Context: an optimization exercise on an open-source flow, tuned for small area, a short achievable clock period and few clock cycles per item. The choices shown serve that exercise and are no tape-out recipe.
Where RTL was checked, it was by simulation tests only, not by an equivalence proof against the original.
The RTL of runs 1 and 2 was laid out without a check of its function.

## design.v

```verilog
module seq_multiplier #(parameter N = 32) (
    input  logic clk, rst_n, start,
    input  logic [N-1:0] a, b,
    output logic [(2*N)-1:0] prod,
    output logic ready
);
    logic [63:0] r;
    logic [31:0] mcand;
    logic [1:0]  dlt;        
    logic [2:0]  top;        
    logic [2:0]  cnt;        
    logic        busy;
    logic        one0, two0, neg0, one1, two1, neg1;
    function automatic logic [5:0] benc(input logic [3:0] n, input logic l);
        benc = {n[2] ^ n[1],
                (n[3] & ~n[2] & ~n[1]) | (~n[3] & n[2] & n[1]),
                n[3],
                n[0] ^ l,
                (n[1] & ~n[0] & ~l) | (~n[1] & n[0] & l),
                n[1]};
    endfunction
    logic [7:0] fa, fb;      
    logic [7:0] ta, tb;      
    logic [7:0] ha, hb;      
    always_comb begin
        for (int i = 0; i < 8; i++) begin
            fa[i] = |a[4*i +: 4];
            fb[i] = |b[4*i +: 4];
        end
        ta[7] = fa[7];
        tb[7] = fb[7];
        for (int i = 6; i >= 0; i--) begin
            ta[i] = ta[i+1] | fa[i];
            tb[i] = tb[i+1] | fb[i];
        end
        ha = ta & ~{1'b0, ta[7:1]};
        hb = tb & ~{1'b0, tb[7:1]};
    end
    logic [2:0] pa, pb;
    logic [3:0] na, nb;
    logic       la, lb;
    always_comb begin
        pa = '0; pb = '0;
        na = '0; nb = '0;
        la = 1'b0; lb = 1'b0;
        for (int i = 0; i < 8; i++) begin
            pa = pa | ({3{ha[i]}} & 3'(i));
            pb = pb | ({3{hb[i]}} & 3'(i));
            na = na | ({4{ha[i]}} & a[4*i +: 4]);
            nb = nb | ({4{hb[i]}} & b[4*i +: 4]);
            if (i > 0) begin
                la = la | (ha[i] & a[4*i - 1]);
                lb = lb | (hb[i] & b[4*i - 1]);
            end
        end
    end
    logic       swap;        
    assign swap = |(tb & ~ta);
    logic [5:0] enc_a, enc_b;
    assign enc_a = benc(na, la);
    assign enc_b = benc(nb, lb);
    logic [3:0] nn;
    logic       nl;
    always_comb begin
        nn = '0;
        nl = 1'b0;
        for (int i = 1; i < 8; i++)
            if (top == 3'(i)) begin
                nn = r[28 + 4*i +: 4];
                nl = r[27 + 4*i];
            end
        if (cnt == 3'd1) nl = 1'b0;
    end
    logic [33:0] row0, row1;
    always_comb begin
        for (int k = 0; k < 33; k++) begin
            row0[k] = ((one0 & (k < 32 ? mcand[k] : 1'b0)) |
                       (two0 & (k > 0 ? mcand[k-1] : 1'b0))) ^ neg0;
            row1[k] = ((one1 & (k < 32 ? mcand[k] : 1'b0)) |
                       (two1 & (k > 0 ? mcand[k-1] : 1'b0))) ^ neg1;
        end
        row0[33] = neg0;
        row1[33] = neg1;
    end
    logic [37:0] u0, u1, u2, cs_s, cs_c, w;
    assign u0   = {{4{neg0}}, row0};
    assign u1   = {{2{neg1}}, row1, 1'b0, neg0};
    assign u2   = {2'b0, r[31:0], 1'b0, neg1, 2'b0};
    assign cs_s = u0 ^ u1 ^ u2;
    assign cs_c = ((u0 & u1) | (u0 & u2) | (u1 & u2)) << 1;
    assign w    = cs_s + cs_c;
    logic [31:0] hm;
    always_comb begin
        hm = r[63:32];
        for (int i = 0; i < 8; i++)
            if (top == 3'(i)) hm[4*i +: 4] = 4'b0;
    end
    logic [27:0] up_nxt;
    assign up_nxt = {hm[27:4] + {{23{dlt[1]}}, dlt[0]}, hm[3:0]};
    always_ff @(posedge clk or negedge rst_n) begin
        if (!rst_n) begin
            busy  <= 1'b0;
            ready <= 1'b0;
        end else if (start) begin
            busy  <= ta[0] & tb[0];
            ready <= ~(ta[0] & tb[0]);
        end else if (busy && cnt == 0) begin
            busy  <= 1'b0;
            ready <= 1'b1;
        end
    end
    always_ff @(posedge clk) begin
        if (start) begin
            mcand <= swap ? b : a;
            r     <= swap ? {a, b & {32{na[3]}}} : {b, a & {32{nb[3]}}};
            dlt   <= 2'b00;
            top   <= swap ? pa : pb;
            cnt   <= swap ? pa : pb;
            {one1, two1, neg1, one0, two0, neg0} <= swap ? enc_a : enc_b;
        end else if (busy) begin
            r     <= {up_nxt, w[35:0]};
            dlt   <= w[37:36];
            cnt   <= cnt - 1'b1;
            {one1, two1, neg1, one0, two0, neg0} <= benc(nn, nl);
        end
    end
    assign prod = {r[63:36] + {{27{dlt[1]}}, dlt[0]}, r[35:0]};
endmodule
```

## flow/run.sh

```bash
#!/bin/bash
# The standard layout, with the port buffers made of the smallest buffer
# cell instead of the default delay buffer.
set -euo pipefail
export BUFFER_PORTS_ARGS="-buffer_cell sky130_fd_sc_hd__buf_1"
bash standard.sh > standard_flow.log 2>&1
```

## standard.sh

```bash
#!/bin/bash
# synth_recipe.tcl (not shown) runs the flow's synth.tcl, then flattens the netlist and writes it again
# the make line also repeats each setting of config.mk as NAME=value (left out here)
make -C /OpenROAD-flow-scripts/flow DESIGN_CONFIG=/design/flow/config.mk WORK_HOME=/design/flow/orfs CLKGATE_MAP_FILE= SYNTH_SCRIPT=/design/flow/synth_recipe.tcl "${@:-finish}"
```

## config.mk

```make
export PLATFORM = sky130hd
export DESIGN_NAME = seq_multiplier
export DESIGN_NICKNAME = seq_multiplier
export VERILOG_FILES = /design/flow/design.v
export SDC_FILE = /design/flow/constraint.sdc
export NUM_CORES = 4
export LEC_CHECK = 0
export CAP_MARGIN = 20
export CORE_MARGIN = 2
export CORE_UTILIZATION = 40
export SLEW_MARGIN = 20
```

## constraint.sdc

```tcl
create_clock -name core_clock -period 4.5 [get_ports {clk}]
set_input_delay 0.9000 -clock core_clock [delete_from_list [all_inputs] [get_ports {clk}]]
set_output_delay 0.9000 -clock core_clock [all_outputs]
set_load 0.01 [all_outputs]
```

==> insert_results.sql, run 1 <==
INSERT INTO impl_metrics (metric_group, metric, value, unit) VALUES
('critical_path', 'crit_path_max_incr_delay', '0.51', 'ns'),
('grt', 'use_met1', '0.395', ''),
('place', 'post-dp-hpwl', '35600', 'µm'),
('status', 'outcome', 'complete, but fails checks', ''),
('place', 'buffer_ports.inserted', '131', ''),
('critical_path', 'path_depth', '15', ''),
('floorplanning', 'die_area', '0.0346', 'mm²'),
('floorplanning', 'core_region_area', '0.0325', 'mm²'),
('route', 'detail_route.drc_violations', '0', ''),
('route', 'dr.pass1.iters', '6', ''),
('grt', 'number_of_global_route_vias_before_repair', '11912', ''),
('grt', 'antenna_found_initial', '2', ''),
('route', 'postRouteWirelength', '45900', 'µm'),
('grt', 'globalRouteOverflowTotal', '0', ''),
('timing', 'setup_slack', '-0.114', 'ns'),
('critical_path', 'critical_path_buf_inv_count', '3', ''),
('critical_path', 'endpoint_kind', 'output port', ''),
('timing', 'max_slew_violation_count', '0', ''),
('critical_path', 'rr_worst_depth', '16', ''),
('grt', 'grtUsageTotal', '0.266', ''),
('worst_hold_path', 'worst_hold_check_path_type', 'input pin to asynchronous set/reset pin', ''),
('cts', 'post_cts_hold_fix_bufs', '0', ''),
('grt', 'use_met3', '0.0442', ''),
('critical_path', 'critPathArrivalTime', '3.71', 'ns'),
('route', 'detail_route.iter0.violations', '1367', ''),
('critical_path', 'timing.reg2reg.setup_slack', '0.24', 'ns'),
('cts', 'clk_pin_slew', '0.09', 'ns'),
('place', 'finalWeightedCongestion', '0.931', ''),
('finish', 'layout_common_cells', '190 x sky130_fd_sc_hd__nand2_1, 131 x sky130_fd_sc_hd__a21oi_1, 128 x sky130_fd_sc_hd__buf_1', ''),
('synth', 'synthesized_cell_area', '0.0132', 'mm²'),
('critical_path', 'critPathLaunchType', 'flop', ''),
('floorplanning', 'floorplan.die.height', '186', 'µm'),
('route', 'via_count', '12643', ''),
('finish', 'leading_cell_type_in_the_layout_fill_and_taps_excluded', 'sky130_fd_sc_hd__nand2_1', ''),
('cts', 'worst_skew_pair.late_latency', '0.37', 'ns'),
('synth', 'synth.distinct_cells', '89', ''),
('cts', 'clk_path_buf_depth', '2', ''),
('timing', 'hold-worst-slack', '0.305', 'ns'),
('critical_path', 'path_delay_family', 'compound AO/OA/AOI/OAI gates', ''),
('timing', 'setup_violations', '1', ''),
('floorplanning', 'die-width', '186', 'µm'),
('critical_path', 'sequence_of_cells_on_the_critical_path', 'ha_2, inv_2, fa_2, nor2b_2, o31a_1, o31a_1, o211ai_1, buf_4, a21oi_2, or3b_4, a41oi_2, a21oi_2, or4b_1, o211ai_1, buf_2', ''),
('synth', 'synth.ff_latch_count', '112', ''),
('cts', 'tritoncts_num_sinks', '112', ''),
('finish', 'instances_no_fill', '2145', ''),
('synth', 'async_flop_share', '0.0179', ''),
('critical_path', 'crit_path_top_delay_cell', 'sky130_fd_sc_hd__or4b_1', ''),
('synth', 'synth_enable_flop_cells', '108', ''),
('synth', 'ys_warn_count', '1', ''),
('status', 'failed_checks', 'setup timing', ''),
('route', 'post_drt_wl_per_cell', '21.4', 'µm'),
('cts', 'cts_tree', 'yes', ''),
('timing', 'max_slew.worst_pin.slew', '0.883', 'ns'),
('timing', 'fin_crit_sh', '1.03', ''),
('synth', 'syn_area_per_cell', '8.60', 'µm²'),
('critical_path', 'r2r-start', 'one0', ''),
('timing', 'fmax', '217', 'MHz'),
('job', 'number_of_maximum_capacitance_violations', '0', ''),
('critical_path', 'crit_path_max_fo', '2', ''),
('timing', 'final_hold_viol_count', '0', ''),
('timing', 'fin_crit', '4.61', 'ns'),
('finish', 'layout-drive-gt1-share', '0.123', '');
## state kept, by name, indices dropped and copies added (netlist names), 2 cells and up
name,flops
mcand,32
dlt,2
cnt,3
top,3
r,64
## routing by layer
layer	vias to the layer above	wire length, µm
li1	5928	-
met1	6050	21600
met2	583	19100
met3	80	3750
met4	2	1450
met5	-	12
## worst max-delay path by stage
stage                          end  slack, ns
after floorplan           prod[62]        0.1
after CTS                 prod[62]      -0.07
after global routing      prod[62]      -0.28
after global placement       r[33]       0.07
final                     prod[62]      -0.11
after detailed placement  prod[62]       0.05
## final cells by class
class	count	area (µm²)
Antenna cell	1	2.50
Clock buffer	9	225
Clock inverter	7	61.3
Fill cell	3225	17500
Inverter	96	360
Multi-Input combinational cell	1226	8950
Sequential cell	112	3340
Tap cell	442	553
Timing Repair Buffer	252	1520
## cells by family after synthesis
kind of cell | share of synthesized area
AND/OR/NAND/NOR | 0.164
adder cells (fa/ha/maj) | 0.140
AO/OA/AOI/OAI | 0.250
XOR/XNOR | 0.0910
multiplexers | 0.0255
buffers and inverters | 0.0782
flip-flops | 0.252
## Yosys cell counts (19+ instances only)
master,number,area [µm²]
sky130_fd_sc_hd__nor3_1,19,95.1
sky130_fd_sc_hd__clkbuf_1,45,169
sky130_fd_sc_hd__a221oi_2,20,300
sky130_fd_sc_hd__xnor2_1,105,920
sky130_fd_sc_hd__a211oi_1,19,143
sky130_fd_sc_hd__a21o_1,38,285
sky130_fd_sc_hd__a21oi_1,134,671
sky130_fd_sc_hd__fa_1,35,701
sky130_fd_sc_hd__nand3_1,24,120
sky130_fd_sc_hd__inv_1,93,349
sky130_fd_sc_hd__o21ai_0,74,370
sky130_fd_sc_hd__ha_1,92,1150
sky130_fd_sc_hd__a22oi_1,63,473
sky130_fd_sc_hd__a31oi_1,23,144
sky130_fd_sc_hd__nor2b_1,26,163
sky130_fd_sc_hd__nor2_1,85,319
sky130_fd_sc_hd__xor2_1,30,263
sky130_fd_sc_hd__edfxtp_1,108,3240
sky130_fd_sc_hd__buf_4,41,308
sky130_fd_sc_hd__nand2_1,190,713
## through the flow
step	area [µm²]	util	TNS (ns)	setup slack, ns
6_report	15000	0.461	-0.114	-0.114
5_1_grt	15000	0.461	-0.315	-0.276
4_1_cts	14900	0.458	-0.0711	-0.0711
3_5_place_dp	14500	0.447	0	0.0458
3_3_place_gp	14500	0.447	0	0.0665
2_1_floorplan	13200	-	0	0.0957
## what timing repair did
action | CTS | global route
pin swaps | 9 | 11
setup buffers | 7 | 3
setup endpoints to repair | 5 | 20
endpoints found under the hold margin | 0 | 0
cloned | 0 | 1
resized for setup | 10 | 12
==> run 2: changes to the inputs <==
==> run.sh (new file) <==
#!/bin/bash
# synth_recipe.tcl (not shown) runs the flow's synth.tcl, then flattens the netlist and writes it again
# the make line also repeats each setting of config.mk as NAME=value (left out here)
make -C /OpenROAD-flow-scripts/flow DESIGN_CONFIG=/design/flow/config.mk WORK_HOME=/design/flow/orfs CLKGATE_MAP_FILE= SYNTH_SCRIPT=/design/flow/synth_recipe.tcl finish
removed: flow/run.sh
removed: standard.sh
==> run 2 against run 1 <==
Still fails the layout checks on setup timing. Die area did not move. Flip-flop and latch count did not move. Cell area rose by 11%. Non-clock buffer count rose by 108. Sequential share of layout area fell by 2.3 points. First-iteration DRC count rose by 2.3%. Count of clock-buffer cells in the layout did not move. Critical path depth did not move. Worst hold slack improved by 0.24 ns. Highest routed layer is now met4. Clock skew rose by 0.0066 ns. Via count rose by 2.1%. Critical path type unchanged.
==> insert_results.sql, run 2 <==
INSERT INTO impl_metrics (metric_group, metric, value, unit) VALUES
('status', 'outcome', 'complete, but fails checks', ''),
('status', 'failed_checks', 'setup timing', ''),
('cts', 'cts_tree', 'yes', ''),
('route', 'post_drt_wl_per_cell', '20.6', 'µm'),
('synth', 'synth_largest_type_area_fraction', '0.245', ''),
('route', 'detail_route.drc_violations', '0', ''),
('finish', 'largest_register_ffs', '64', ''),
('floorplanning', 'die_area', '0.0346', 'mm²'),
('route', 'dr.pass1.iters', '8', ''),
('cts', 'clock_tree.root_cell', 'sky130_fd_sc_hd__clkbuf_16', ''),
('route', 'detail_route.vias_per_cell', '5.73', ''),
('finish', 'layout_top_registers', 'r x64, mcand x32', ''),
('synth', 'async_flop_share', '0.0179', ''),
('synth', 'syn-instance-count', '1540', ''),
('synth', 'netlist.top_cell.by_area', 'sky130_fd_sc_hd__edfxtp_1', ''),
('critical_path', 'rr_worst_depth', '19', ''),
('route', 'postRouteWirelength', '46400', 'µm'),
('critical_path', 'worst_r2r_endpoint', 'r[32]', ''),
('finish', 'instances_no_fill', '2252', ''),
('place', 'post-dp-hpwl', '36700', 'µm'),
('route', 'detail_route.iter0.violations', '1399', ''),
('floorplanning', 'rows', '66', ''),
('timing', 'setup_slack', '-0.0199', 'ns'),
('worst_hold_path', 'whs_path_depth', '2', ''),
('floorplanning', 'core_region_area', '0.0325', 'mm²'),
('grt', 'largest_net_degree_at_the_start_of_global_routing', '54', ''),
('critical_path', 'critPathLaunchType', 'flop', ''),
('synth', 'ys_warn_count', '1', ''),
('worst_hold_path', 'hold_path.startpoint', 'ready', ''),
('place', 'buffer_ports.inserted', '131', ''),
('grt', 'grtUsageTotal', '0.271', ''),
('worst_hold_path', 'hold-path-endpoint', 'ready', ''),
('timing', 'fmax', '221', 'MHz'),
('synth', 'syn_area_per_cell', '8.60', 'µm²'),
('timing', 'max_slew.worst_pin.slew', '1.06', 'ns'),
('grt', 'antenna_found_initial', '0', ''),
('critical_path', 'crit_type', 'flop to output port', ''),
('place', 'place.detailed.instances', '2227', ''),
('finish', 'antenna-diode-count', '0', ''),
('cts', 'post_cts_hold_fix_bufs', '0', ''),
('synth', 'netlist_top_cells_count', '190 x sky130_fd_sc_hd__nand2_1, 134 x sky130_fd_sc_hd__a21oi_1, 108 x sky130_fd_sc_hd__edfxtp_1', ''),
('timing', 'fin_skew', '0.0174', 'ns'),
('critical_path', 'endpoint_kind', 'output port', ''),
('job', 'number_of_maximum_capacitance_violations', '0', ''),
('timing', 'max_slew_violation_count', '0', ''),
('finish', 'leading_cell_type_in_the_layout_fill_and_taps_excluded', 'sky130_fd_sc_hd__buf_4', ''),
('critical_path', 'timing.reg2reg.setup_slack', '0.15', 'ns'),
('timing', 'fin_crit', '4.52', 'ns'),
('cts', 'clk_pin_slew', '0.08', 'ns'),
('critical_path', 'r2r-start', 'one0', ''),
('critical_path', 'crit_path_max_fo', '2', ''),
('synth', 'synth.area.top_cells', 'sky130_fd_sc_hd__edfxtp_1 24%, sky130_fd_sc_hd__ha_1 8.7%, sky130_fd_sc_hd__xnor2_1 6.9%, sky130_fd_sc_hd__nand2_1 5.4%, sky130_fd_sc_hd__fa_1 5.3%', ''),
('timing', 'unrepaired_setup_endpoints_after_global_routing', 'yes', ''),
('synth', 'synth_sequential_area_ratio', '0.252', ''),
('worst_hold_path', 'worst_hold_check_path_type', 'flop to flop', ''),
('timing', 'fin_tns_setup', '-0.0199', 'ns'),
('timing', 'fin_crit_sh', '1.00', ''),
('synth', 'syn-num-nets', '1734', ''),
('route', 'via_count', '12903', ''),
('timing', 'final_hold_viol_count', '0', ''),
('synth', 'synth.distinct_cells', '89', ''),
('synth', 'synth_enable_flop_cells', '108', ''),
('finish', 'p_r_area_growth_vs_syn', '26.2', '%'),
('critical_path', 'critPathArrivalTime', '3.62', 'ns'),
('synth', 'most_frequent_cell_after_synthesis', 'sky130_fd_sc_hd__nand2_1', ''),
('finish', 'layout.filler_cells', '3183', ''),
('cts', 'cts-buffers-inserted', '9', ''),
('floorplanning', 'floorplan.initialDensity', '0.407', ''),
('cts', 'clk_path_buf_depth', '2', ''),
('timing', 'setup_violations', '1', ''),
('floorplanning', 'floorplan.die.height', '186', 'µm'),
('finish', 'final_standard_cell_area_without_fillers', '0.0167', 'mm²'),
('synth', 'synth_top_flop_cell', 'sky130_fd_sc_hd__edfxtp_1', ''),
('place', 'finalWeightedCongestion', '0.991', ''),
('finish', 'regMostFlops', 'r', ''),
('finish', 'layout-drive-gt1-share', '0.183', ''),
('timing', 'max_slew_margin', '0.289', ''),
('floorplanning', 'die-width', '186', 'µm'),
('synth', 'synthesized_cell_area', '0.0132', 'mm²'),
('finish', 'nets', '1999', ''),
('grt', 'number_of_global_route_vias_before_repair', '12306', ''),
('cts', 'tritoncts_num_sinks', '112', ''),
('grt', 'grt_first_pass_wirelength', '71300', 'µm'),
('floorplanning', 'ioPinCount', '132', ''),
('place', 'placed_area', '0.0162', 'mm²'),
('critical_path', 'crit_required', '3.60', 'ns'),
('route', 'detail-route-antenna-nets', '0', ''),
('grt', 'globalRouteOverflowTotal', '0', ''),
('synth', 'synth.ff_latch_count', '112', ''),
('cts', 'worst_skew_pair.late_latency', '0.37', 'ns'),
('finish', 'layout_common_cells', '222 x sky130_fd_sc_hd__buf_4, 189 x sky130_fd_sc_hd__nand2_1, 127 x sky130_fd_sc_hd__a21oi_1', ''),
('cts', 'htree_num_levels', '3', '');
run 2: cell counts after synthesis:
No cell type changed its count.
run 2: metrics by stage:
step | worst slack, ns | utilization | hold slack [ns]
floorplan | 0.0957 | - | 0.498
global placement | -0.267 | 0.497 | 0.530
detailed placement | -0.277 | 0.497 | 0.528
CTS | -0.146 | 0.508 | 0.553
global route | -0.130 | 0.514 | 0.607
finish | -0.0199 | 0.514 | 0.543
run 2: per-layer routing:
metal / track usage / share of wire
met3: 0.0475 / 0.071
met5: 0 / 0
met2: 0.409 / 0.43
met1: 0.398 / 0.47
met4: 0.0690 / 0.026
run 2: cell families (layout without fill, tap and decap cells):
logic type | after synthesis | after routing | synth area share
multiplexers | 28 | 28 | 0.0255
AND/OR/NAND/NOR | 452 | 452 | 0.164
buffers and inverters | 202 | 472 | 0.0782
flip-flops | 112 | 112 | 0.252
XOR/XNOR | 136 | 136 | 0.0910
adder cells (fa/ha/maj) | 127 | 127 | 0.140
AO/OA/AOI/OAI | 483 | 483 | 0.250
run 2: how the worst max path moves through the flow:
stage,start,end,slack [ns],cells after the start
after floorplan,dlt[1],prod[62],0.1,11
after global placement,r[36],prod[62],-0.27,14
after detailed placement,r[36],prod[62],-0.28,14
after CTS,r[36],prod[62],-0.15,15
after global routing,r[36],prod[62],-0.13,15
final,r[36],prod[62],-0.02,15
run 2: layout make-up:
type                       instances  area, µm²  share of cell area
clock buffer                       9        225              0.0135
clock inverter                     7       78.8             0.00471
inverter                          96        360              0.0215
multi-input combinational       1226       9070               0.542
sequential                       112       3340               0.200
tap                              442        553              0.0331
timing repair buffer             360       3100               0.185
run 2: timing repair:
action                                  in CTS  in global routing
setup buffers                                3                  6
gates cloned                                 0                  0
pin swaps                                    3                  7
endpoints found under the setup margin      12                 16
gates resized for setup                     18                 40
hold endpoints to repair                     0                  0
run 2: critical path: stages, from the launching register on:
cell                       delay, ns
sky130_fd_sc_hd__edfxtp_1       0.42
sky130_fd_sc_hd__ha_2           0.22
sky130_fd_sc_hd__inv_2          0.05
sky130_fd_sc_hd__fa_2           0.22
sky130_fd_sc_hd__nor2b_4        0.05
sky130_fd_sc_hd__o31a_1         0.25
sky130_fd_sc_hd__o31a_1         0.28
sky130_fd_sc_hd__o211ai_1       0.17
sky130_fd_sc_hd__buf_4          0.16
sky130_fd_sc_hd__a21oi_2        0.05
sky130_fd_sc_hd__or3b_4         0.41
sky130_fd_sc_hd__a41oi_4        0.16
sky130_fd_sc_hd__a21oi_2        0.09
sky130_fd_sc_hd__or4b_1         0.46
sky130_fd_sc_hd__o211ai_1       0.11
sky130_fd_sc_hd__buf_2          0.16
==> run 3: changes to the inputs <==
--- a/design.v
+++ b/design.v
@@ -88,7 +88,22 @@
     assign u2   = {2'b0, r[31:0], 1'b0, neg1, 2'b0};
     assign cs_s = u0 ^ u1 ^ u2;
     assign cs_c = ((u0 & u1) | (u0 & u2) | (u1 & u2)) << 1;
-    assign w    = cs_s + cs_c;
+    logic [37:0] kg [0:6];
+    logic [37:0] kp [0:6];
+    always_comb begin
+        kg[0] = cs_s & cs_c;
+        kp[0] = cs_s ^ cs_c;
+        for (int l = 0; l < 6; l++)
+            for (int i = 0; i < 38; i++)
+                if (i >= (1 << l)) begin
+                    kg[l+1][i] = kg[l][i] | (kp[l][i] & kg[l][i - (1 << l)]);
+                    kp[l+1][i] = kp[l][i] & kp[l][i - (1 << l)];
+                end else begin
+                    kg[l+1][i] = kg[l][i];
+                    kp[l+1][i] = kp[l][i];
+                end
+    end
+    assign w = kp[0] ^ {kg[6][36:0], 1'b0};
     logic [31:0] hm;
     always_comb begin
         hm = r[63:32];
@@ -124,5 +139,21 @@
             {one1, two1, neg1, one0, two0, neg0} <= benc(nn, nl);
         end
     end
-    assign prod = {r[63:36] + {{27{dlt[1]}}, dlt[0]}, r[35:0]};
+    logic [27:0] oa [0:5];   
+    logic [27:0] oz [0:5];   
+    always_comb begin
+        oa[0] = {r[62:36], 1'b1};
+        oz[0] = {~r[62:36], 1'b1};
+        for (int l = 0; l < 5; l++)
+            for (int i = 0; i < 28; i++)
+                if (i >= (1 << l)) begin
+                    oa[l+1][i] = oa[l][i] & oa[l][i - (1 << l)];
+                    oz[l+1][i] = oz[l][i] & oz[l][i - (1 << l)];
+                end else begin
+                    oa[l+1][i] = oa[l][i];
+                    oz[l+1][i] = oz[l][i];
+                end
+    end
+    assign prod = {r[63:36] ^ (({28{dlt == 2'b01}} & oa[5]) |
+                               ({28{dlt == 2'b11}} & oz[5])), r[35:0]};
 endmodule
==> run 3 against run 2 <==
The run now finishes clean. Synthesized cell count decreased by 9.4%. Via count decreased by 4.8%. Sequential share of layout area increased by 1.5 points. Critical path type unchanged.
==> insert_results.sql, run 3 <==
INSERT INTO impl_metrics (metric_group, metric, value, unit) VALUES
('synth', 'synth.area.top_cells', 'sky130_fd_sc_hd__edfxtp_1 26%, sky130_fd_sc_hd__xnor2_1 7.4%, sky130_fd_sc_hd__ha_1 6.4%, sky130_fd_sc_hd__fa_1 5.4%, sky130_fd_sc_hd__a22oi_1 4.4%', ''),
('finish', 'leading_cell_type_in_the_layout_fill_and_taps_excluded', 'sky130_fd_sc_hd__buf_4', ''),
('route', 'detail-route-antenna-nets', '0', ''),
('synth', 'netlist.top_cell.by_area', 'sky130_fd_sc_hd__edfxtp_1', ''),
('synth', 'synth_top_flop_cell', 'sky130_fd_sc_hd__edfxtp_1', ''),
('route', 'dr.pass1.iters', '6', ''),
('timing', 'setup_slack', '0.167', 'ns'),
('finish', 'p_r_area_growth_vs_syn', '22.4', '%'),
('timing', 'fin_crit', '4.33', 'ns'),
('synth', 'async_flop_share', '0.0179', ''),
('floorplanning', 'die_area', '0.0332', 'mm²'),
('cts', 'clk_path_buf_depth', '2', ''),
('job', 'number_of_maximum_capacitance_violations', '0', ''),
('synth', 'netlist_top_cells_count', '108 x sky130_fd_sc_hd__edfxtp_1, 107 x sky130_fd_sc_hd__a21oi_1, 107 x sky130_fd_sc_hd__xnor2_1', ''),
('route', 'detail_route.iter0.violations', '1326', ''),
('cts', 'clock_tree.root_cell', 'sky130_fd_sc_hd__clkbuf_16', ''),
('synth', 'synthMuxAreaShare', '0.0669', ''),
('synth', 'syn-num-nets', '1561', ''),
('critical_path', 'crit_path_max_fo', '5', ''),
('finish', 'layout_common_cells', '148 x sky130_fd_sc_hd__buf_4, 129 x sky130_fd_sc_hd__clkdlybuf4s50_1, 108 x sky130_fd_sc_hd__edfxtp_1', ''),
('critical_path', 'r2r-start', 'one1', ''),
('place', 'finalWeightedCongestion', '0.962', ''),
('grt', 'antenna_found_initial', '1', ''),
('synth', 'synth.ff_latch_count', '112', ''),
('floorplanning', 'die-width', '182', 'µm'),
('synth', 'synth_top_family_by_area', 'compound AO/OA/AOI/OAI gates', ''),
('floorplanning', 'core_region_area', '0.0314', 'mm²'),
('cts', 'htree_num_levels', '3', ''),
('timing', 'max_slew.worst_pin.slew', '0.809', 'ns'),
('grt', 'largest_net_degree_at_the_start_of_global_routing', '74', ''),
('floorplanning', 'rows', '65', ''),
('cts', 'cts-buffers-inserted', '9', ''),
('timing', 'hold-worst-slack', '0.645', 'ns'),
('finish', 'layout_top_registers', 'r x64, mcand x32', ''),
('timing', 'final_hold_viol_count', '0', ''),
('worst_hold_path', 'worst_hold_check_path_type', 'flop to flop', ''),
('timing', 'fin_crit_sh', '0.963', ''),
('floorplanning', 'floorplan.die.height', '182', 'µm'),
('grt', 'globalRouteOverflowTotal', '0', ''),
('grt', 'use_met3', '0.0245', ''),
('synth', 'synth_sequential_area_ratio', '0.263', ''),
('status', 'outcome', 'complete, no violations', ''),
('finish', 'regMostFlops', 'r', ''),
('route', 'post_drt_wl_per_cell', '23.5', 'µm'),
('synth', 'synth_enable_flop_cells', '108', ''),
('critical_path', 'worst_r2r_endpoint', 'r[28]', ''),
('critical_path', 'worst_setup_path_endpoint', 'prod[53]', ''),
('cts', 'post_cts_hold_fix_bufs', '0', ''),
('synth', 'synth_largest_type_area_fraction', '0.256', ''),
('route', 'via_count', '12281', ''),
('finish', 'nets', '1745', ''),
('synth', 'syn_area_per_cell', '9.10', 'µm²'),
('cts', 'tritoncts_num_sinks', '112', ''),
('synth', 'synth-xor-area-share', '0.0956', ''),
('route', 'detail_route.drc_violations', '0', ''),
('cts', 'clk_pin_slew', '0.08', 'ns'),
('route', 'detail_route.vias_per_cell', '6.18', ''),
('critical_path', 'setup.worst_path.start', 'r[38]', ''),
('grt', 'globalRouteMet2Util', '0.443', ''),
('critical_path', 'crit_type', 'flop to output port', ''),
('synth', 'syn-instance-count', '1395', ''),
('synth', 'synthesized_cell_area', '0.0127', 'mm²'),
('grt', 'number_of_global_route_vias_before_repair', '11657', ''),
('critical_path', 'critPathLaunchType', 'flop', ''),
('grt', 'globalRoute.busiestLayer', 'met2', ''),
('critical_path', 'rr_worst_depth', '15', ''),
('finish', 'layout-drive-gt1-share', '0.156', ''),
('timing', 'max_slew_margin', '0.456', ''),
('grt', 'use_met1', '0.398', ''),
('floorplanning', 'ioPinCount', '132', ''),
('synth', 'adder_cell_area_share_of_the_yosys_netlist', '0.118', ''),
('timing', 'setup_violations', '0', ''),
('grt', 'grtUsageTotal', '0.277', ''),
('cts', 'cts_tree', 'yes', ''),
('critical_path', 'critPathArrivalTime', '3.43', 'ns'),
('critical_path', 'crit_required', '3.60', 'ns'),
('synth', 'synth-compound-area-share', '0.238', ''),
('finish', 'layout.filler_cells', '3023', ''),
('timing', 'fmax', '231', 'MHz'),
('finish', 'largest_register_ffs', '64', ''),
('timing', 'max_slew_violation_count', '0', ''),
('finish', 'final_standard_cell_area_without_fillers', '0.0155', 'mm²'),
('synth', 'ys_warn_count', '5', ''),
('synth', 'synth_simple_gate_area_frac', '0.155', ''),
('synth', 'most_frequent_cell_after_synthesis', 'sky130_fd_sc_hd__edfxtp_1', ''),
('critical_path', 'timing.reg2reg.setup_slack', '0.19', 'ns'),
('timing', 'fin_tns_setup', '0', 'ns'),
('critical_path', 'endpoint_kind', 'output port', ''),
('floorplanning', 'floorplan.initialDensity', '0.404', ''),
('timing', 'fin_skew', '0.0143', 'ns'),
('place', 'placed_area', '0.0151', 'mm²'),
('place', 'placement_setup_slack', '-0.180', 'ns'),
('cts', 'worst_skew_pair.late_latency', '0.37', 'ns'),
('synth', 'synth.distinct_cells', '85', ''),
('place', 'post-dp-hpwl', '36500', 'µm'),
('grt', 'grt_first_pass_wirelength', '69900', 'µm'),
('route', 'postRouteWirelength', '46600', 'µm'),
('place', 'buffer_ports.inserted', '131', '');
## run 3: cell count changes after synthesis, sizes merged, moves of 14 or more
cell / before / now
ha: 92 / 65
a21o: 38 / 22
a21oi: 134 / 107
nor2: 87 / 73
nand2: 191 / 82
inv: 95 / 51
mux2: 6 / 38
mux2i: 18 / 33
## run 3: worst min path at each step
stage | start | end | slack [ns] | cells past startpoint
finish | ready | ready | 0.65 | 2
global route | ready | ready | 0.65 | 2
CTS | ready | ready | 0.65 | 2
detailed placement | ready | ready | 0.63 | 2
global placement | ready | ready | 0.63 | 2
floorplan | r[32] | r[36] | 0.55 | 2
## run 3: logic make-up (layout without fill, tap and decap cells)
logic type	count (synthesis)	after routing
compound gates	446	446
xor+xnor	137	137
fa+ha+maj	99	99
buf+inv	165	354
flops	112	112
mux	75	75
other cells	0	1
simple gates	361	361
## run 3: routing by layer
metal | vias up | wire length (µm)
met5 | - | 0
met4 | 0 | 1450
met3 | 87 | 2950
met2 | 599 | 21300
met1 | 5987 | 20900
li1 | 5608 | -
## run 3: cell type report
type / instances / area (µm²) / share of cell area
multi-input cells: 1118 / 8650 / 0.557
clock inverters: 7 / 47.5 / 0.00306
diodes: 1 / 2.50 / 0.000161
clock buffers: 9 / 225 / 0.0145
inverters: 52 / 195 / 0.0126
repair buffers: 286 / 2570 / 0.166
flip-flops and latches: 112 / 3330 / 0.215
well taps: 402 / 503 / 0.0324
## run 3: through the flow
stage,util,instances
2_1_floorplan,-,1395
3_3_place_gp,0.480,1957
3_5_place_dp,0.480,1957
4_1_cts,0.490,1974
5_1_grt,0.495,1987
6_report,0.495,1987
## run 3: worst max-delay path: stages, from the launching register on
cell and delay, ns:
sky130_fd_sc_hd__edfxtp_1 0.43, sky130_fd_sc_hd__nor4b_4 0.33, sky130_fd_sc_hd__nor4b_4 0.31, sky130_fd_sc_hd__nor4b_4 0.28, sky130_fd_sc_hd__or3b_4 0.47, sky130_fd_sc_hd__nor3_4 0.21
sky130_fd_sc_hd__nand2b_4 0.10, sky130_fd_sc_hd__o32ai_2 0.22, sky130_fd_sc_hd__xnor2_1 0.15, sky130_fd_sc_hd__clkdlybuf4s50_1 0.55
## run 3: timing repair
| action | in CTS | in global routing |
|---|---|---|
| pin swaps | 0 | 3 |
| setup buffers | 1 | 12 |
| resized for setup | 5 | 16 |
| endpoints found under the setup margin | 10 | 13 |
Testbench counts of run 3, summed over its fixed seeds: cycles 10,280, items 2,400.
==> run 4: changes to the inputs <==
==> flow/run.sh (new file) <==
#!/bin/bash
# The standard layout, with the port buffers made of the smallest buffer
# cell instead of the default delay buffer.
set -euo pipefail
export BUFFER_PORTS_ARGS="-buffer_cell sky130_fd_sc_hd__buf_1"
bash standard.sh > standard_flow.log 2>&1
==> standard.sh (new file) <==
#!/bin/bash
# synth_recipe.tcl (not shown) runs the flow's synth.tcl, then flattens the netlist and writes it again
# the make line also repeats each setting of config.mk as NAME=value (left out here)
make -C /OpenROAD-flow-scripts/flow DESIGN_CONFIG=/design/flow/config.mk WORK_HOME=/design/flow/orfs CLKGATE_MAP_FILE= SYNTH_SCRIPT=/design/flow/synth_recipe.tcl "${@:-finish}"
--- a/config.mk
+++ b/config.mk
@@ -8,4 +8,5 @@
 export CAP_MARGIN = 20
 export CORE_MARGIN = 2
 export CORE_UTILIZATION = 40
+export SETUP_SLACK_MARGIN = 0.6
 export SLEW_MARGIN = 20
removed: run.sh
==> run 4 against run 3 <==
Flip-flop and latch count did not move. Die area stayed put. Still clean on timing, DRC and antenna. Synthesized cell count is the same. Worst hold slack worse by 0.31 ns. Maximum frequency grew 6.8%. Setup slack better by 0.28 ns. Critical endpoint is now r[35]. Core utilization shrank 0.18 points. Routed wire length grew 1.5%. Sequential share of layout area grew 0.086 points. Highest routed layer unchanged.
==> insert_results.sql, run 4 <==
INSERT INTO impl_metrics (metric_group, metric, value, unit) VALUES
('grt', 'use_met3', '0.0431', ''),
('route', 'dr.pass1.iters', '6', ''),
('finish', 'multi_input_comb_area', '0.00941', 'mm²'),
('timing', 'max_slew.worst_pin.slew', '0.831', 'ns'),
('route', 'postRouteWirelength', '47300', 'µm'),
('synth', 'netlist_top_cells_count', '108 x sky130_fd_sc_hd__edfxtp_1, 107 x sky130_fd_sc_hd__a21oi_1, 107 x sky130_fd_sc_hd__xnor2_1', ''),
('critical_path', 'crit_type', 'flop to flop', ''),
('synth', 'most_frequent_cell_after_synthesis', 'sky130_fd_sc_hd__edfxtp_1', ''),
('place', 'buffer_ports.inserted', '131', ''),
('place', 'placed_area', '0.0138', 'mm²'),
('critical_path', 'crit_required', '4.63', 'ns'),
('timing', 'final_hold_viol_count', '0', ''),
('finish', 'nets', '1719', ''),
('synth', 'synthesized_cell_area', '0.0127', 'mm²'),
('finish', 'regMostFlops', 'r', ''),
('floorplanning', 'core_region_area', '0.0314', 'mm²'),
('finish', 'layout_common_cells', '116 x sky130_fd_sc_hd__buf_1, 108 x sky130_fd_sc_hd__edfxtp_1, 102 x sky130_fd_sc_hd__buf_4', ''),
('grt', 'globalRouteOverflowTotal', '0', ''),
('timing', 'fin_skew', '0.00995', 'ns'),
('cts', 'clock_tree.root_cell', 'sky130_fd_sc_hd__clkbuf_16', ''),
('floorplanning', 'rows', '65', ''),
('synth', 'ys_warn_count', '5', ''),
('finish', 'final_standard_cell_area_without_fillers', '0.0155', 'mm²'),
('route', 'post_drt_wl_per_cell', '24.1', 'µm'),
('cts', 'worst_skew_pair.late_latency', '0.38', 'ns'),
('grt', 'grtUsageTotal', '0.269', ''),
('synth', 'syn_area_per_cell', '9.10', 'µm²'),
('timing', 'fmax', '246', 'MHz'),
('synth', 'async_flop_share', '0.0179', ''),
('timing', 'fin_tns_setup', '0', 'ns'),
('cts', 'clk_pin_slew', '0.08', 'ns'),
('grt', 'antenna_found_initial', '2', ''),
('place', 'placement_setup_slack', '0.165', 'ns'),
('route', 'detail_route.iter0.violations', '1428', ''),
('critical_path', 'path_delay_family', 'simple AND/OR/NAND/NOR gates', ''),
('cts', 'clk_path_buf_depth', '2', ''),
('grt', 'number_of_global_route_vias_before_repair', '11003', ''),
('critical_path', 'sequence_of_cells_on_the_critical_path', 'buf_6, clkbuf_16, a22oi_2, xnor2_2, fa_1, ha_1, and3_4, and3_4, nand2_1, nor3_4, a21oi_4, o211a_1, or4_1, and3_1', ''),
('cts', 'cts-buffers-inserted', '9', ''),
('critical_path', 'critical_path_buf_inv_count', '2', ''),
('finish', 'largest_register_ffs', '64', ''),
('finish', 'layout.filler_cells', '2940', ''),
('critical_path', 'timing.critical_path.mode_cell', 'sky130_fd_sc_hd__and3_4', ''),
('route', 'via_count', '12262', ''),
('timing', 'fin_crit_sh', '0.902', ''),
('synth', 'synth_largest_type_area_fraction', '0.256', ''),
('route', 'detail_route.vias_per_cell', '6.24', ''),
('critical_path', 'critPathArrivalTime', '4.19', 'ns'),
('critical_path', 'endpoint_kind', 'flop', ''),
('cts', 'htree_num_levels', '3', ''),
('timing', 'fin_crit', '4.06', 'ns'),
('grt', 'use_met1', '0.384', ''),
('critical_path', 'setup.worst_path.start', 'two1', ''),
('critical_path', 'critPathLaunchType', 'flop', ''),
('timing', 'setup_slack', '0.442', 'ns'),
('critical_path', 'crit_path_max_fo', '7', ''),
('critical_path', 'crit_path_max_incr_delay', '0.57', 'ns'),
('worst_hold_path', 'worst_hold_check_path_type', 'input pin to asynchronous set/reset pin', ''),
('status', 'outcome', 'complete, no violations', ''),
('finish', 'leading_cell_type_in_the_layout_fill_and_taps_excluded', 'sky130_fd_sc_hd__buf_1', ''),
('timing', 'setup_violations', '0', ''),
('floorplanning', 'die_area', '0.0332', 'mm²'),
('timing', 'max_slew_margin', '0.441', ''),
('synth', 'synth.ff_latch_count', '112', ''),
('synth', 'netlist.top_cell.by_area', 'sky130_fd_sc_hd__edfxtp_1', ''),
('synth', 'synth.distinct_cells', '85', ''),
('grt', 'globalRouteMet2Util', '0.423', ''),
('job', 'number_of_maximum_capacitance_violations', '0', '');
## run 4: what timing repair did
item | 4_1_cts | 5_1_grt
pin swaps | 19 | 78
gates resized for setup | 41 | 156
gates cloned | 0 | 5
buffers inserted | 20 | 27
setup endpoints to repair | 35 | 44
## run 4: path summary, 6_finish.rpt
kind / end / slack (ns) / cells past startpoint
worst max register to register: r[35] / 0.44 / 14
min in group core_clock: busy / 0.66 / 2
worst min-delay path: busy / 0.34 / 1
max in group asynchronous: ready / 3.98 / 1
worst min register to register: busy / 0.66 / 2
worst max-delay path: r[35] / 0.44 / 14
## run 4: logic make-up (layout without fill, tap and decap cells)
| kind of cell | count (synthesis) | count (layout) | synth area share |
|---|---|---|---|
| compound gates | 446 | 446 | 0.238 |
| xor+xnor | 137 | 137 | 0.0956 |
| fa+ha+maj | 99 | 99 | 0.118 |
| buf+inv | 165 | 328 | 0.0645 |
| flops | 112 | 112 | 0.263 |
| mux | 75 | 75 | 0.0669 |
| other cells | 0 | 4 | 0 |
| simple gates | 361 | 361 | 0.155 |
## run 4: final cells by class
type	instances	share of cell area
diodes	4	0.000647
clock buffers	12	0.0159
clock inverters	4	0.00202
inverters	52	0.0127
multi-input cells	1118	0.608
flip-flops and latches	112	0.215
well taps	402	0.0325
repair buffers	260	0.112
## run 4: layer usage
metal,share of wire,wire length (µm),up-vias
met1,0.44,20900,6033
met5,0,0,-
li1,-,-,5574
met3,0.078,3680,78
met2,0.45,21500,577
met4,0.026,1240,0
## run 4: through the flow
stage                     std cells  hold WS (ns)   util
final                          1964         0.338  0.493
after global routing           1962         0.322  0.493
after CTS                      1928         0.325  0.459
after detailed placement       1892         0.636  0.439
after global placement         1892         0.628  0.439
after floorplan                1395         0.549      -
## run 4: worst register-to-register path, cell delays in order (launching register included)
cell and delay [ns]:
sky130_fd_sc_hd__edfxtp_1 0.57, sky130_fd_sc_hd__buf_6 0.21, sky130_fd_sc_hd__clkbuf_16 0.16, sky130_fd_sc_hd__a22oi_2 0.18, sky130_fd_sc_hd__xnor2_2 0.11, sky130_fd_sc_hd__fa_1 0.44
sky130_fd_sc_hd__ha_1 0.32, sky130_fd_sc_hd__and3_4 0.22, sky130_fd_sc_hd__and3_4 0.21, sky130_fd_sc_hd__nand2_1 0.11, sky130_fd_sc_hd__nor3_4 0.27, sky130_fd_sc_hd__a21oi_4 0.11
sky130_fd_sc_hd__o211a_1 0.28, sky130_fd_sc_hd__or4_1 0.47, sky130_fd_sc_hd__and3_1 0.18

port drivers added, routing unchanged:
The results above use ideal ports. As a check the final layouts listed here were re-extracted and re-timed, cells and wires unchanged. Step 1 (the two cells are an assumption about what drives the block):
set clk [get_ports {clk}]
set_driving_cell -lib_cell sky130_fd_sc_hd__clkbuf_16 $clk
set_driving_cell -lib_cell sky130_fd_sc_hd__buf_2 [delete_from_list [all_inputs] $clk]
Step 2 adds t to the input delays and takes it off the output delays; t is the mean of the earliest and latest rising clock arrival at the registers after step 1. Input paths then give back, and output paths get back, about the clock's delay inside the block. Slacks: no drivers / after step 1 / after step 2; pairs: no drivers / after step 1.
run	t, ns	slack for setup (ns)	worst hold slack (ns)	worst register clock-pin slew, ns	cell pins on the clock port's net
run 1	0.415	-0.114 / -0.161 / 0.237	0.305 / 0.282 / 0.541	0.09 / 0.09	1
run 2	0.414	-0.020 / -0.070 / -0.146	0.543 / 0.543 / 0.543	0.09 / 0.09	1
run 3	0.415	0.167 / 0.116 / 0.117	0.645 / 0.645 / 0.645	0.08 / 0.08	1
run 4	0.418	0.442 / 0.442 / 0.311	0.338 / 0.318 / 0.657	0.08 / 0.08	1
The setup slack of run 4, which loses most, moves by 0.000 ns with the drivers and by -0.131 ns with both steps.
